Background: an optimization exercise with open tools, aiming at small area. Do not read the settings as production practice.
Function was checked by simulation only, so behaviour that the tests miss may differ from the original.
No driver is modelled on the clock port, so clock power and skew are understated where the tree is cut down; a real chip needs a root buffer or a tree.
Power figures rest on the tool's default switching activity, not on a simulated workload.

==> flow/design.v <==
module	generic_arbiter_full(busreq,hlock,hclk,hreset,hmaster_lock,hgrant,hready,hwdata,data_out,haddr,addr_out,hburst,htrans,htrans_out,hburst_out,hmaster);
	parameter size=9;
	parameter size_out=4;
	input [8*size-1:0]hwdata;
	input [8*size-1:0]haddr;
	input [3*size-1:0]hburst;
	input [2*size-1:0]htrans;
	input hclk;
	input hreset;
	input hready;
	input  [size-1:0]busreq;
	input [size-1:0]hlock;
	output reg [2:0]hburst_out;
	output reg [1:0]htrans_out;
	output reg hmaster_lock;
	output reg  [size_out-1:0]hgrant;
	output reg [7:0]data_out;
	output reg [7:0]addr_out;
	output reg [size_out-1:0]hmaster;
	integer i;
	reg [size-1:0]g_oh,m_oh;
	reg [size_out-1:0]w_hgrant;
	always @*
		begin
			w_hgrant=4'd8;
			for (i=size-1; i>=0; i=i-1)
				if (busreq[i])
					w_hgrant=i;
		end
	reg hlock3;
	reg hlock_c;
	wire [size_out-1:0]ng = !hreset ? 4'd0 : (hmaster_lock ? hgrant : w_hgrant);
	wire [size_out-1:0]nm = !hreset ? 4'd0 : (hready ? hgrant : hmaster);
	wire hl_sel;
	sel9 ul(.v({hlock[size-1]&(hmaster_lock|busreq[size-1]),hlock[size-2:0]}),.s(g_oh),.o(hl_sel));
	always@(posedge hclk)
		begin
			hgrant<=ng;
			if(!hreset)
				hlock3<=1'b0;
			else if(!hmaster_lock)
				hlock3<=hl_sel;
		end
	always@(posedge hclk)
		begin
			hmaster<=nm;
			if(!hreset)
				hlock_c<=1'b0;
			else if(hready)
				hlock_c<=hmaster_lock ? hl_sel : hlock3;
		end
	reg [7:0]a1g,a1z,d1g,d1m,d1z;
	reg [1:0]t1g,t1z;
	reg [2:0]b1g,b1z;
	reg [7:0]a_ng,d_ng,d_nm;
	reg [1:0]t_ng;
	reg [2:0]b_ng;
	integer j;
	always @*
		for (j=0; j<size; j=j+1)
			begin
				g_oh[j]=(ng==j);
				m_oh[j]=(nm==j);
			end
	wire [size*21-1:0]gin;
	wire [20:0]gsel;
	wire [7:0]msel;
	genvar k,b;
	generate
		for (k=0; k<size; k=k+1)
			begin : tr
				assign gin[21*k+:21]={hburst[3*k+:3],htrans[2*k+:2],hwdata[8*k+:8],haddr[8*k+:8]};
			end
		for (b=0; b<21; b=b+1)
			begin : mg
				wire [size-1:0]v;
				for (k=0; k<size; k=k+1)
					begin : s
						assign v[k]=gin[21*k+b];
					end
				sel9 u(.v(v),.s(g_oh),.o(gsel[b]));
			end
		for (b=0; b<8; b=b+1)
			begin : mm
				wire [size-1:0]v;
				for (k=0; k<size; k=k+1)
					begin : s
						assign v[k]=hwdata[8*k+b];
					end
				sel9 u(.v(v),.s(m_oh),.o(msel[b]));
			end
	endgenerate
	always @*
		begin
			{b_ng,t_ng,d_ng,a_ng}=gsel;
			d_nm=msel;
		end
	always@(posedge hclk)
		begin
			a1g<=a_ng;t1g<=t_ng;b1g<=b_ng;d1g<=d_ng;d1m<=d_nm;
			a1z<=haddr[7:0];t1z<=htrans[1:0];b1z<=hburst[2:0];d1z<=hwdata[7:0];
		end
	reg [7:0]a2z,d2m,d2z;
	reg [1:0]t2z;
	reg [2:0]b2z;
	wire s_g = hreset & hready;	 
	wire s_h = hreset & !hready;	 
	wire s_z = !hreset & hready;	 
	wire s_o = !hreset & !hready;	 
	wire [20:0]own_g = {b1g,t1g,a1g,d1g};
	wire [20:0]own_h = {hburst_out,htrans_out,addr_out,d2m};
	wire [20:0]own_z = {b1z,t1z,a1z,d1z};
	wire [20:0]own_o = {b2z,t2z,a2z,d2z};
	wire [20:0]own_n;
	genvar q;
	generate
		for (q=0; q<21; q=q+1)
			begin : s2
				sel4 u(.v({own_o[q],own_z[q],own_h[q],own_g[q]}),.s({s_o,s_z,s_h,s_g}),.o(own_n[q]));
			end
	endgenerate
	always@(posedge hclk)
		begin
			if(hready)
				begin
					a2z<=a1z;t2z<=t1z;b2z<=b1z;d2z<=d1z;
				end
			data_out<=hready ? d1m : d2m;
			{hburst_out,htrans_out,addr_out,d2m}<=own_n;
		end
	reg busy;
	reg [3:0]cnt;
	wire idle = !htrans_out[1];
	wire ld = !busy && (hburst_out[2:1]!=2'b00);
	reg [3:0]cnt_n;
	reg busy_n,hml_n;
	always @*
		begin
			cnt_n=cnt;
			busy_n=busy;
			hml_n=hmaster_lock;
			if (!busy)
				begin
					cnt_n={hburst_out[2]&hburst_out[1],hburst_out[2],1'b1,!idle};
					busy_n=ld;
					hml_n=ld | hlock_c;
				end
			else if (idle)
				begin
					cnt_n=cnt-4'd1;
					busy_n=(cnt!=4'd0);
					if (cnt[3:1]==3'd0)
						hml_n=hlock_c;
				end
		end
	always@(posedge hclk)
		begin
			cnt<=cnt_n;
			if(!hreset)
				begin
					hmaster_lock<=1'b0;
					busy<=1'b0;
				end
			else
				begin
					hmaster_lock<=hml_n;
					busy<=busy_n;
				end
		end
endmodule
module sel9(v,s,o);
	input [8:0]v;
	input [8:0]s;
	output o;
	wire n0,n1,n2;
	aoi222 g0(.a(v[0]),.b(s[0]),.c(v[1]),.d(s[1]),.e(v[2]),.f(s[2]),.y(n0));
	aoi222 g1(.a(v[3]),.b(s[3]),.c(v[4]),.d(s[4]),.e(v[5]),.f(s[5]),.y(n1));
	aoi222 g2(.a(v[6]),.b(s[6]),.c(v[7]),.d(s[7]),.e(v[8]),.f(s[8]),.y(n2));
	assign o=~(n0&n1&n2);
endmodule
module aoi222(a,b,c,d,e,f,y);
	input a,b,c,d,e,f;
	output y;
	assign y=~((a&b)|(c&d)|(e&f));
endmodule
module sel4(v,s,o);
	input [3:0]v;
	input [3:0]s;
	output o;
	wire n0,n1;
	aoi222 g0(.a(v[0]),.b(s[0]),.c(v[1]),.d(s[1]),.e(v[2]),.f(s[2]),.y(n0));
	nand2m g1(.a(v[3]),.b(s[3]),.y(n1));
	nand2m g2(.a(n0),.b(n1),.y(o));
endmodule
module nand2m(a,b,y);
	input a,b;
	output y;
	assign y=~(a&b);
endmodule
clock: 5.0 ns
lec_check: 0
cap_margin: 20
core_margin: 2
core_utilization: 45
slew_margin: 20
synth_hierarchical: 1
standard.sh (not shown) runs the stock make flow with config.mk's settings and CLKGATE_MAP_FILE= SYNTH_SCRIPT=/design/flow/synth_recipe.tcl, a recipe that flattens the netlist after the stock synthesis.
==> flow/flow/run.sh <==
#!/bin/bash
set -euo pipefail
here=$(pwd)
export BUFFER_PORTS_ARGS="-buffer_cell sky130_fd_sc_hd__buf_1"
export CTS_ARGS="-sink_clustering_enable -repair_clock_nets -dont_use_dummy_load -buf_list sky130_fd_sc_hd__clkbuf_4"
export POST_CTS_TCL="$here/flow/post_cts.tcl"
bash standard.sh > standard.log 2>&1
Other scripts of this flow, unchanged in this note and not shown: flow/flow/post_cts.tcl
==> next run, changes <==
--- a/flow/design.v
+++ b/flow/design.v
@@ -57,11 +57,17 @@
 	reg [2:0]b_ng;
 	integer j;
 	always @*
-		for (j=0; j<size; j=j+1)
-			begin
-				g_oh[j]=(ng==j);
-				m_oh[j]=(nm==j);
-			end
+		begin
+			for (j=0; j<size-1; j=j+1)
+				begin
+					g_oh[j]=(ng[2:0]==j);
+					m_oh[j]=(nm[2:0]==j);
+				end
+			g_oh[0]=g_oh[0] & !ng[3];
+			m_oh[0]=m_oh[0] & !nm[3];
+			g_oh[size-1]=ng[3];
+			m_oh[size-1]=nm[3];
+		end
 	wire [size*21-1:0]gin;
 	wire [20:0]gsel;
 	wire [7:0]msel;
What happened:
- fmax goes up by 7.7%
- clock skew barely changes
- worst setup slack improved by 0.26 ns
- die area hardly moves
- cell count goes down by about 0.5%
- cell area goes up by 0.34%
- count of clock-buffer cells in the layout goes up by 2
- global-route usage goes up by 0.66 points
- non-clock buffer count stays the same
- worst hold slack got worse by 0.0081 ns
- total power goes up by about 1.9%
- wire length is about the same

-- what the ideal ports hide --
No port has a modelled driver above. Below, the same layouts with a new extraction and two added sets of constraints.
Step 1, drivers: a clkbuf_16 drives hclk and a buf_2 each remaining input, both assumed.
Step 2 adds t to the input delays and takes it off the output delays; t is the mean of the earliest and latest rising clock arrival at the registers after step 1. Input paths then give back, and output paths get back, about the clock's delay inside the block.
Three values: no drivers, after step 1, after step 2; two values: the first two.
run	t (ns)	setup WS [ns]	hold slack, ns
the first run	0.404	1.306 / 1.318 / 0.914	0.434 / 0.434 / 0.434
the second run	0.413	1.568 / 1.584 / 1.171	0.426 / 0.426 / 0.426
After both steps setup and hold are still met in every run listed. The setup slack of the second run, which loses most, moves by +0.016 ns with the drivers and by -0.397 ns with both steps.
